What follows belongs to an exercise in optimizing a design on an open flow for small area; a production flow would make more cautious choices.
Only simulation tests tie the RTL to the original design; equivalence was not proved.
Power and IR drop assume default switching activity.

==> 08-26 <==
==> flow/design.v <==
module RegFile(  
   input clk,
   input reset,
   input [3:0] A1,
   input [3:0] A2,
   input [3:0] A3,    
   input [31:0] WD3,  
   input RegWrite,    
   input [31:0] PCPlus8,    
   output [31:0] RD1,    
   output [31:0] RD2    
   );
   reg [31:0] R [0:15];
   reg [15:0] v;
   integer i;
   wire [3:0] wlo, whi;
   wire [14:0] we;
   genvar g, b;
   generate
      for (g = 0; g < 4; g = g + 1) begin : wpre
         assign wlo[g] = (A3[1:0] == g);
         assign whi[g] = RegWrite & (A3[3:2] == g);
      end
      for (g = 0; g < 15; g = g + 1) begin : wdec
         RegFile_and2 u (.a(wlo[g % 4]), .b(whi[g / 4]), .y(we[g]));
      end
   endgenerate
   always @(posedge clk) begin
      for (i = 0; i < 15; i = i + 1)
         if (we[i]) R[i] <= WD3;
      R[15] <= PCPlus8;
   end
   always @(posedge clk or posedge reset) begin
      if (reset)
         v <= 16'b0;
      else begin
         v <= {1'b1, v[14:0] | we};
      end
   end
   wire [15:0] s1, s2;
   generate
      for (g = 0; g < 16; g = g + 1) begin : dec
         assign s1[g] = v[g] & (A1 == g);
         assign s2[g] = v[g] & (A2 == g);
      end
   endgenerate
   generate
      for (b = 0; b < 32; b = b + 1) begin : bits
         wire [15:0] col;
         for (g = 0; g < 16; g = g + 1) begin : c
            assign col[g] = R[g][b];
         end
         RegFile_rbit u1 (.s(s1), .d(col), .y(RD1[b]));
         RegFile_rbit u2 (.s(s2), .d(col), .y(RD2[b]));
      end
   endgenerate
endmodule
module RegFile_rbit(
   input [15:0] s,
   input [15:0] d,
   output y
   );
   wire [4:0] x;
   wire n, m;
   genvar k;
   generate
      for (k = 0; k < 5; k = k + 1) begin : grp
         RegFile_aoi222 u (.a(s[3*k]), .b(d[3*k]), .c(s[3*k+1]), .d(d[3*k+1]),
                           .e(s[3*k+2]), .f(d[3*k+2]), .y(x[k]));
      end
   endgenerate
   RegFile_nand3 n0 (.a(x[0]), .b(x[1]), .c(x[2]), .y(n));
   RegFile_nand2 n1 (.a(x[3]), .b(x[4]), .y(m));
   RegFile_ao211 o0 (.a(s[15]), .b(d[15]), .c(n), .d(m), .y(y));
endmodule
module RegFile_aoi222(input a, input b, input c, input d, input e, input f, output y);
   assign y = ~((a & b) | (c & d) | (e & f));
endmodule
module RegFile_nand3(input a, input b, input c, output y);
   assign y = ~(a & b & c);
endmodule
module RegFile_and2(input a, input b, output y);
   assign y = a & b;
endmodule
module RegFile_nand2(input a, input b, output y);
   assign y = ~(a & b);
endmodule
module RegFile_ao211(input a, input b, input c, input d, output y);
   assign y = (a & b) | c | d;
endmodule
==> flow/flow/run.sh <==
#!/bin/bash
# Own layout flow: the standard ORFS flow, with
#  - one buf_1 buffer per input and output port (the standard flow picks a
#    larger delay buffer),
#  - the drivers of high-fanout nets upsized before global placement
#    (flow/upsize.tcl), in place of the buffers repair would add,
#  - clock tree synthesis with clkbuf_8 leaf clusters and no dummy loads.
# Every ORFS step writes its full log under orfs/logs/; make's own output goes
# to standard.log in the work folder.
set -euo pipefail
bash standard.sh \
  "BUFFER_PORTS_ARGS=-buffer_cell sky130_fd_sc_hd__buf_1" \
  "PRE_GLOBAL_PLACE_TCL=$PWD/flow/upsize.tcl" \
  "CTS_ARGS=-sink_clustering_enable -repair_clock_nets -dont_use_dummy_load -sink_clustering_size 24 -sink_clustering_max_diameter 42 -buf_list {sky130_fd_sc_hd__clkbuf_8}" \
  finish > standard.log 2>&1
==> flow/flow/upsize.tcl <==
# Sourced before global placement (PRE_GLOBAL_PLACE_TCL). Upsizes the small
# logic gates that drive the design's high-fanout nets (the read selects and
# the write enables), so that repair does not add a buffer after each of them.
# Gates driving flip-flop enables get the _4 size, the others the _2 size.
set block [ord::get_db_block]
set db [ord::get_db]
set n_up 0
foreach net [$block getNets] {
  if {[$net getSigType] ne "SIGNAL"} { continue }
  set fo 0
  set drv ""
  set ff 0
  foreach it [$net getITerms] {
    if {[$it isInputSignal]} {
      incr fo
      if {[string match "*edfxtp*" [[[$it getInst] getMaster] getName]]} { set ff 1 }
    } elseif {[$it isOutputSignal]} { set drv [$it getInst] }
  }
  if {$fo < 20 || $drv eq ""} { continue }
  set m [[$drv getMaster] getName]
  if {![regexp {^(sky130_fd_sc_hd__[a-z0-9]+)_1$} $m -> base]} { continue }
  if {[string match "*df*" $base] || [string match "*buf*" $base]} { continue }
  set new ""
  foreach s [expr {$ff ? {4 2} : {2 4}}] {
    if {[$db findMaster ${base}_$s] ne "NULL"} { set new ${base}_$s; break }
  }
  if {$new eq ""} { continue }
  puts "upsize [$drv getName] $m -> $new (fanout $fo)"
  replace_cell [$drv getName] $new
  incr n_up
}
puts "upsized $n_up drivers"
==> flow/standard.sh <==
#!/bin/bash
# synth_recipe.tcl (not shown) runs the flow's synth.tcl, then flattens the netlist and writes it again
# the make line also repeats each setting of config.mk as NAME=value (left out here)
make -C /OpenROAD-flow-scripts/flow DESIGN_CONFIG=/design/flow/config.mk WORK_HOME=/design/flow/orfs CLKGATE_MAP_FILE= SYNTH_SCRIPT=/design/flow/synth_recipe.tcl "${@:-finish}"
==> flow/config.mk <==
export PLATFORM = sky130hd
export DESIGN_NAME = RegFile
export DESIGN_NICKNAME = RegFile
export VERILOG_FILES = /design/flow/design.v
export SDC_FILE = /design/flow/constraint.sdc
export NUM_CORES = 4
export LEC_CHECK = 0
export CAP_MARGIN = 20
export CORE_MARGIN = 2
export CORE_UTILIZATION = 70
export SLEW_MARGIN = 20
export SYNTH_HIERARCHICAL = 1
==> flow/constraint.sdc <==
create_clock -name core_clock -period 6.0 [get_ports {clk}]
set_input_delay 1.2000 -clock core_clock [delete_from_list [all_inputs] [get_ports {clk}]]
set_output_delay 1.2000 -clock core_clock [all_outputs]
set_load 0.01 [all_outputs]
==> 06-06: changes against 08-26 <==
--- a/flow/design.v
+++ b/flow/design.v
@@ -15,17 +15,5 @@
    integer i;
-   wire [3:0] wlo, whi;
-   wire [14:0] we;
-   genvar g, b;
-   generate
-      for (g = 0; g < 4; g = g + 1) begin : wpre
-         assign wlo[g] = (A3[1:0] == g);
-         assign whi[g] = RegWrite & (A3[3:2] == g);
-      end
-      for (g = 0; g < 15; g = g + 1) begin : wdec
-         RegFile_and2 u (.a(wlo[g % 4]), .b(whi[g / 4]), .y(we[g]));
-      end
-   endgenerate
    always @(posedge clk) begin
       for (i = 0; i < 15; i = i + 1)
-         if (we[i]) R[i] <= WD3;
+         if (RegWrite && A3 == i) R[i] <= WD3;
       R[15] <= PCPlus8;
@@ -36,3 +24,5 @@
       else begin
-         v <= {1'b1, v[14:0] | we};
+         for (i = 0; i < 15; i = i + 1)
+            if (RegWrite && A3 == i) v[i] <= 1'b1;
+         v[15] <= 1'b1;
       end
@@ -40,2 +30,3 @@
    wire [15:0] s1, s2;
+   genvar g, b;
    generate
@@ -81,5 +72,2 @@
 endmodule
-module RegFile_and2(input a, input b, output y);
-   assign y = a & b;
-endmodule
 module RegFile_nand2(input a, input b, output y);
==> flow/flow/run.sh (replaced) <==
#!/bin/bash
# Own layout flow: the standard ORFS flow, with
#  - one buf_1 buffer per input and output port (the standard flow picks a
#    larger delay buffer),
#  - clock tree synthesis with clkbuf_8 leaf clusters and no dummy loads.
# Every ORFS step writes its full log under orfs/logs/; make's own output goes
# to standard.log in the work folder.
set -euo pipefail
bash standard.sh \
  "BUFFER_PORTS_ARGS=-buffer_cell sky130_fd_sc_hd__buf_1" \
  "CTS_ARGS=-sink_clustering_enable -repair_clock_nets -dont_use_dummy_load -sink_clustering_size 20 -sink_clustering_max_diameter 40 -buf_list {sky130_fd_sc_hd__clkbuf_8}" \
  finish > standard.log 2>&1
--- a/flow/config.mk
+++ b/flow/config.mk
@@ -9,3 +9,3 @@
 export CORE_MARGIN = 2
-export CORE_UTILIZATION = 70
+export CORE_UTILIZATION = 60
 export SLEW_MARGIN = 20
removed: flow/flow/upsize.tcl
==> notes <==
Between 08-26 and 06-06, the lower area after synthesis is in 06-06 (gap 0.20%, measured against 06-06).
Between 08-26 and 06-06, the lower die area is in 08-26 (gap about 14%, measured against 06-06).
In 06-06 the clock-buffer cell count is higher than in 08-26, by 13.
Clock power: 08-26 is smaller than 06-06 (about 11%).
Of 06-06 and 08-26, 06-06 has the higher final cell count (gap 6.5%, measured against 08-26).
Of 06-06 and 08-26, 06-06 has the higher worst setup slack (gap 0.17 ns).
Between 06-06 and 08-26, the lower via count is in 06-06 (gap about 3%, measured against 08-26).
==> figures <==
metric                                                                  08-26                    06-06
Gate count of the mapped netlist                                        1,137                    1,135
Met2 layer usage reported by global route                              61.17%                   55.85%
Result of the run                                     complete, no violations  complete, no violations
Worst path slowest cell                                                nor3_4                   and4_1
Total core area                                                    28,700 µm²               33,450 µm²
Compound-gate portion of the synthesized area                          18.46%                   19.13%
Mapped Nets                                                             1,216                    1,214
Largest net degree at the start of global routing                          34                       33
Peak supply drop                                                    0.2236 mV                0.2582 mV
Area share of buffers outside the clock network                        2.881%                   4.044%
Met1 Track Usage GR                                                    55.77%                   46.27%
Worst slack, placed                                                  1.056 ns                 1.249 ns
Overall track demand over capacity in global routing                   40.66%                   34.84%
Terminating pin of the worst hold path                                   v[4]                     v[7]
Placed wire-length estimate                                         31,260 µm                33,430 µm

---

==> inputs of 04-11 <==
RegFile, a different RTL version from the one above (not shown whole).
==> module RegFile, before the edit <==
module RegFile(  
   input clk,
   input reset,
   input [3:0] A1,
   input [3:0] A2,
   input [3:0] A3,    
   input [31:0] WD3,  
   input RegWrite,    
   input [31:0] PCPlus8,    
   output [31:0] RD1,    
   output [31:0] RD2    
   );
   reg [31:0] R [0:15];
   reg [15:0] v;
   integer i;
   wire [3:0] wlo, whi;
   wire [14:0] we;
   genvar g, b;
   generate
      for (g = 0; g < 4; g = g + 1) begin : wpre
         assign wlo[g] = (A3[1:0] == g);
         assign whi[g] = RegWrite & (A3[3:2] == g);
      end
      for (g = 0; g < 15; g = g + 1) begin : wdec
         RegFile_and2 u (.a(wlo[g % 4]), .b(whi[g / 4]), .y(we[g]));
      end
   endgenerate
   always @(posedge clk) begin
      for (i = 0; i < 15; i = i + 1)
         if (we[i]) R[i] <= WD3;
      R[15] <= PCPlus8;
   end
   always @(posedge clk or posedge reset) begin
      if (reset)
         v <= 16'b0;
      else begin
         v <= {1'b1, v[14:0] | we};
      end
   end
   wire [15:0] s1, s2;
   wire [3:0] r1lo, r1hi, r2lo, r2hi;
   generate
      for (g = 0; g < 4; g = g + 1) begin : rpre
         assign r1lo[g] = (A1[1:0] == g);
         assign r1hi[g] = (A1[3:2] == g);
         assign r2lo[g] = (A2[1:0] == g);
         assign r2hi[g] = (A2[3:2] == g);
      end
      for (g = 0; g < 16; g = g + 1) begin : dec
         RegFile_and3 u1 (.a(r1lo[g % 4]), .b(r1hi[g / 4]), .c(v[g]), .y(s1[g]));
         RegFile_and3 u2 (.a(r2lo[g % 4]), .b(r2hi[g / 4]), .c(v[g]), .y(s2[g]));
      end
   endgenerate
   generate
      for (b = 0; b < 32; b = b + 1) begin : bits
         wire [15:0] col;
         for (g = 0; g < 16; g = g + 1) begin : c
            assign col[g] = R[g][b];
         end
         RegFile_rbit u1 (.s(s1), .d(col), .y(RD1[b]));
         RegFile_rbit u2 (.s(s2), .d(col), .y(RD2[b]));
      end
   endgenerate
endmodule
==> module RegFile_and3, before the edit <==
module RegFile_and3(input a, input b, input c, output y);
   assign y = a & b & c;
endmodule
==> module RegFile_and2, before the edit <==
module RegFile_and2(input a, input b, output y);
   assign y = a & b;
endmodule
==> module RegFile_rbit, before the edit <==
module RegFile_rbit(
   input [15:0] s,
   input [15:0] d,
   output y
   );
   wire [4:0] x;
   wire n, m;
   genvar k;
   generate
      for (k = 0; k < 5; k = k + 1) begin : grp
         RegFile_aoi222 u (.a(s[3*k]), .b(d[3*k]), .c(s[3*k+1]), .d(d[3*k+1]),
                           .e(s[3*k+2]), .f(d[3*k+2]), .y(x[k]));
      end
   endgenerate
   RegFile_nand3 n0 (.a(x[0]), .b(x[1]), .c(x[2]), .y(n));
   RegFile_nand2 n1 (.a(x[3]), .b(x[4]), .y(m));
   RegFile_ao211 o0 (.a(s[15]), .b(d[15]), .c(n), .d(m), .y(y));
endmodule
==> module RegFile_aoi222, before the edit <==
module RegFile_aoi222(input a, input b, input c, input d, input e, input f, output y);
   assign y = ~((a & b) | (c & d) | (e & f));
endmodule
==> module RegFile_nand3, before the edit <==
module RegFile_nand3(input a, input b, input c, output y);
   assign y = ~(a & b & c);
endmodule
==> module RegFile_nand2, before the edit <==
module RegFile_nand2(input a, input b, output y);
   assign y = ~(a & b);
endmodule
==> module RegFile_ao211, before the edit <==
module RegFile_ao211(input a, input b, input c, input d, output y);
   assign y = (a & b) | c | d;
endmodule
==> flow/config.mk <==
export PLATFORM = sky130hd
export DESIGN_NAME = RegFile
export DESIGN_NICKNAME = RegFile
export VERILOG_FILES = /design/flow/design.v
export SDC_FILE = /design/flow/constraint.sdc
export NUM_CORES = 4
export LEC_CHECK = 0
export CAP_MARGIN = 20
export CORE_MARGIN = 2
export CORE_UTILIZATION = 70
export SLEW_MARGIN = 20
export SYNTH_HIERARCHICAL = 1
==> flow/constraint.sdc <==
create_clock -name core_clock -period 6.0 [get_ports {clk}]
set_input_delay 1.2000 -clock core_clock [delete_from_list [all_inputs] [get_ports {clk}]]
set_output_delay 1.2000 -clock core_clock [all_outputs]
set_load 0.01 [all_outputs]
standard.sh (not shown) runs the stock make flow with config.mk's settings and CLKGATE_MAP_FILE= SYNTH_SCRIPT=/design/flow/synth_recipe.tcl, a recipe that flattens the netlist after the stock synthesis.
==> flow/flow/run.sh <==
#!/bin/bash
# Own layout flow: the standard ORFS flow, with
#  - one buf_1 buffer per input and output port (the standard flow picks a
#    larger delay buffer),
#  - the drivers of high-fanout nets upsized before global placement
#    (flow/upsize.tcl), in place of the buffers repair would add,
#  - clock tree synthesis with clkbuf_8 leaf clusters and no dummy loads.
# Every ORFS step writes its full log under orfs/logs/; make's own output goes
# to standard.log in the work folder.
set -euo pipefail
bash standard.sh \
  "BUFFER_PORTS_ARGS=-buffer_cell sky130_fd_sc_hd__buf_1" \
  "PRE_GLOBAL_PLACE_TCL=$PWD/flow/upsize.tcl" \
  "CTS_ARGS=-sink_clustering_enable -repair_clock_nets -dont_use_dummy_load -sink_clustering_size 24 -sink_clustering_max_diameter 45 -buf_list {sky130_fd_sc_hd__clkbuf_8}" \
  finish > standard.log 2>&1
==> flow/flow/upsize.tcl <==
# Sourced before global placement (PRE_GLOBAL_PLACE_TCL). Upsizes the small
# logic gates that drive the design's high-fanout nets (the read selects and
# the write enables), so that repair does not add a buffer after each of them.
# Gates driving flip-flop enables get the _4 size, the others the _2 size.
set block [ord::get_db_block]
set db [ord::get_db]
set n_up 0
foreach net [$block getNets] {
  if {[$net getSigType] ne "SIGNAL"} { continue }
  set fo 0
  set drv ""
  set ff 0
  foreach it [$net getITerms] {
    if {[$it isInputSignal]} {
      incr fo
      if {[string match "*edfxtp*" [[[$it getInst] getMaster] getName]]} { set ff 1 }
    } elseif {[$it isOutputSignal]} { set drv [$it getInst] }
  }
  if {$fo < 20 || $drv eq ""} { continue }
  set m [[$drv getMaster] getName]
  if {![regexp {^(sky130_fd_sc_hd__[a-z0-9]+)_1$} $m -> base]} { continue }
  if {[string match "*df*" $base] || [string match "*buf*" $base]} { continue }
  set new ""
  foreach s [expr {$ff ? {4 2} : {2 4}}] {
    if {[$db findMaster ${base}_$s] ne "NULL"} { set new ${base}_$s; break }
  }
  if {$new eq ""} { continue }
  puts "upsize [$drv getName] $m -> $new (fanout $fo)"
  replace_cell [$drv getName] $new
  incr n_up
}
puts "upsized $n_up drivers"
==> inputs of 01-26, as changes to 04-11 <==
--- a/flow/design.v
+++ b/flow/design.v
@@ -15,17 +15,5 @@
    integer i;
-   wire [3:0] wlo, whi;
-   wire [14:0] we;
-   genvar g, b;
-   generate
-      for (g = 0; g < 4; g = g + 1) begin : wpre
-         assign wlo[g] = (A3[1:0] == g);
-         assign whi[g] = RegWrite & (A3[3:2] == g);
-      end
-      for (g = 0; g < 15; g = g + 1) begin : wdec
-         RegFile_and2 u (.a(wlo[g % 4]), .b(whi[g / 4]), .y(we[g]));
-      end
-   endgenerate
    always @(posedge clk) begin
       for (i = 0; i < 15; i = i + 1)
-         if (we[i]) R[i] <= WD3;
+         if (RegWrite && A3 == i) R[i] <= WD3;
       R[15] <= PCPlus8;
@@ -36,3 +24,5 @@
       else begin
-         v <= {1'b1, v[14:0] | we};
+         for (i = 0; i < 15; i = i + 1)
+            if (RegWrite && A3 == i) v[i] <= 1'b1;
+         v[15] <= 1'b1;
       end
@@ -40,13 +30,7 @@
    wire [15:0] s1, s2;
-   wire [3:0] r1lo, r1hi, r2lo, r2hi;
+   genvar g, b;
    generate
-      for (g = 0; g < 4; g = g + 1) begin : rpre
-         assign r1lo[g] = (A1[1:0] == g);
-         assign r1hi[g] = (A1[3:2] == g);
-         assign r2lo[g] = (A2[1:0] == g);
-         assign r2hi[g] = (A2[3:2] == g);
-      end
       for (g = 0; g < 16; g = g + 1) begin : dec
-         RegFile_and3 u1 (.a(r1lo[g % 4]), .b(r1hi[g / 4]), .c(v[g]), .y(s1[g]));
-         RegFile_and3 u2 (.a(r2lo[g % 4]), .b(r2hi[g / 4]), .c(v[g]), .y(s2[g]));
+         assign s1[g] = v[g] & (A1 == g);
+         assign s2[g] = v[g] & (A2 == g);
       end
@@ -88,8 +72,2 @@
 endmodule
-module RegFile_and3(input a, input b, input c, output y);
-   assign y = a & b & c;
-endmodule
-module RegFile_and2(input a, input b, output y);
-   assign y = a & b;
-endmodule
 module RegFile_nand2(input a, input b, output y);
==> flow/run.sh (new file) <==
#!/bin/bash
# synth_recipe.tcl (not shown) runs the flow's synth.tcl, then flattens the netlist and writes it again
# the make line also repeats each setting of config.mk as NAME=value (left out here)
make -C /OpenROAD-flow-scripts/flow DESIGN_CONFIG=/design/flow/config.mk WORK_HOME=/design/flow/orfs CLKGATE_MAP_FILE= SYNTH_SCRIPT=/design/flow/synth_recipe.tcl finish
removed: flow/flow/run.sh
removed: flow/flow/upsize.tcl
removed: flow/standard.sh
==> inputs of 07-12, as changes to 04-11 <==
==> flow/design.v (replaced) <==
module RegFile(  
   input clk,
   input reset,
   input [3:0] A1,
   input [3:0] A2,
   input [3:0] A3,    
   input [31:0] WD3,  
   input RegWrite,    
   input [31:0] PCPlus8,    
   output [31:0] RD1,    
   output [31:0] RD2    
   );
   reg[31:0] R[15:0]; 
   integer i;
   always @ (posedge clk or posedge reset)
   begin   
         if (reset) 
         begin
            for (i=0; i<16 ;i=i+1)
            begin
				R[i] <= 32'b0;
            end
         end
         else 
         begin         
            if(RegWrite == 1'b1) begin  
               R[A3] <= WD3;
            end
            R[15] <= PCPlus8;
         end
   end
   assign RD1 = R[A1];
   assign RD2 = R[A2];
endmodule
==> flow/run.sh (new file) <==
#!/bin/bash
# synth_recipe.tcl (not shown) runs the flow's synth.tcl, then flattens the netlist and writes it again
# the make line also repeats each setting of config.mk as NAME=value (left out here)
make -C /OpenROAD-flow-scripts/flow DESIGN_CONFIG=/design/flow/config.mk WORK_HOME=/design/flow/orfs CLKGATE_MAP_FILE= SYNTH_SCRIPT=/design/flow/synth_recipe.tcl finish
--- a/flow/config.mk
+++ b/flow/config.mk
@@ -9,4 +9,3 @@
 export CORE_MARGIN = 2
-export CORE_UTILIZATION = 70
+export CORE_UTILIZATION = 50
 export SLEW_MARGIN = 20
-export SYNTH_HIERARCHICAL = 1
removed: flow/flow/run.sh
removed: flow/flow/upsize.tcl
removed: flow/standard.sh
==> metrics.csv <==
metric,value,unit
Synth top area share,47.3,%
hold_ws,0.513,ns
Pleak,13.0,nW
status,finished clean,
Critical Path AT,4.34,ns
[end of results for 07-12]
==> metrics.csv <==
metric,value,unit
Synth top area share,70.8,%
Pleak,7.42,nW
Critical Path AT,3.36,ns
status,finished clean,
multiplexer share of the synthesized area,0,%
hold_ws,0.489,ns
Metal-1 WL,19800,µm
multi-input combinational area share,22.5,%
highest clock rate,219,MHz
[end of results for 04-11]
==> metrics.csv <==
metric,value,unit
Critical Path AT,4.30,ns
status,finished clean,
most frequent cells in the layout,"edfxtp_1, a222oi_1, clkdlybuf4s50_1, nand2_1, nand3_1",
multiplexer share of the synthesized area,0,%
Top Consumer,sequential cells,
Clock-cell share,6.64,%
"Hold Vio Cnt, Final",0,
Int Pwr,6.28,mW
Synth top area share,70.8,%
hold_ws,0.527,ns
[end of results for 01-26]

## separate check: timing with driven ports
The results above use ideal ports. As a check the final layouts listed here were re-extracted and re-timed, cells and wires unchanged. Step 1, drivers: a clkbuf_16 drives clk and a buf_2 each remaining input, both assumed. Step 2 also shifts input and output timing later by t, the mid clock arrival at the registers, as if the neighbouring blocks saw the same clock. a / b / c = no drivers / after step 1 / after step 2; a / b = the first two.
| run | t, ns | setup slack, ns | clock arrival spread, ns |
|---|---|---|---|
| 08-26 | 0.633 | 0.961 / 0.939 / 0.939 | 0.083 / 0.083 |
| 06-06 | 0.687 | 1.132 / 1.110 / 1.110 | 0.064 / 0.064 |
| 04-11 | 0.619 | 1.438 / 1.412 / 1.412 | 0.085 / 0.085 |
| 01-26 | 0.610 | 0.505 / 0.482 / 0.482 | 0.018 / 0.018 |
| 07-12 | 0.675 | 0.458 / 0.433 / 0.433 | 0.021 / 0.021 |
After both steps every run listed still meets setup and hold. The setup slack of 04-11, which loses most, moves by -0.026 ns with the drivers and by -0.026 ns with both steps.
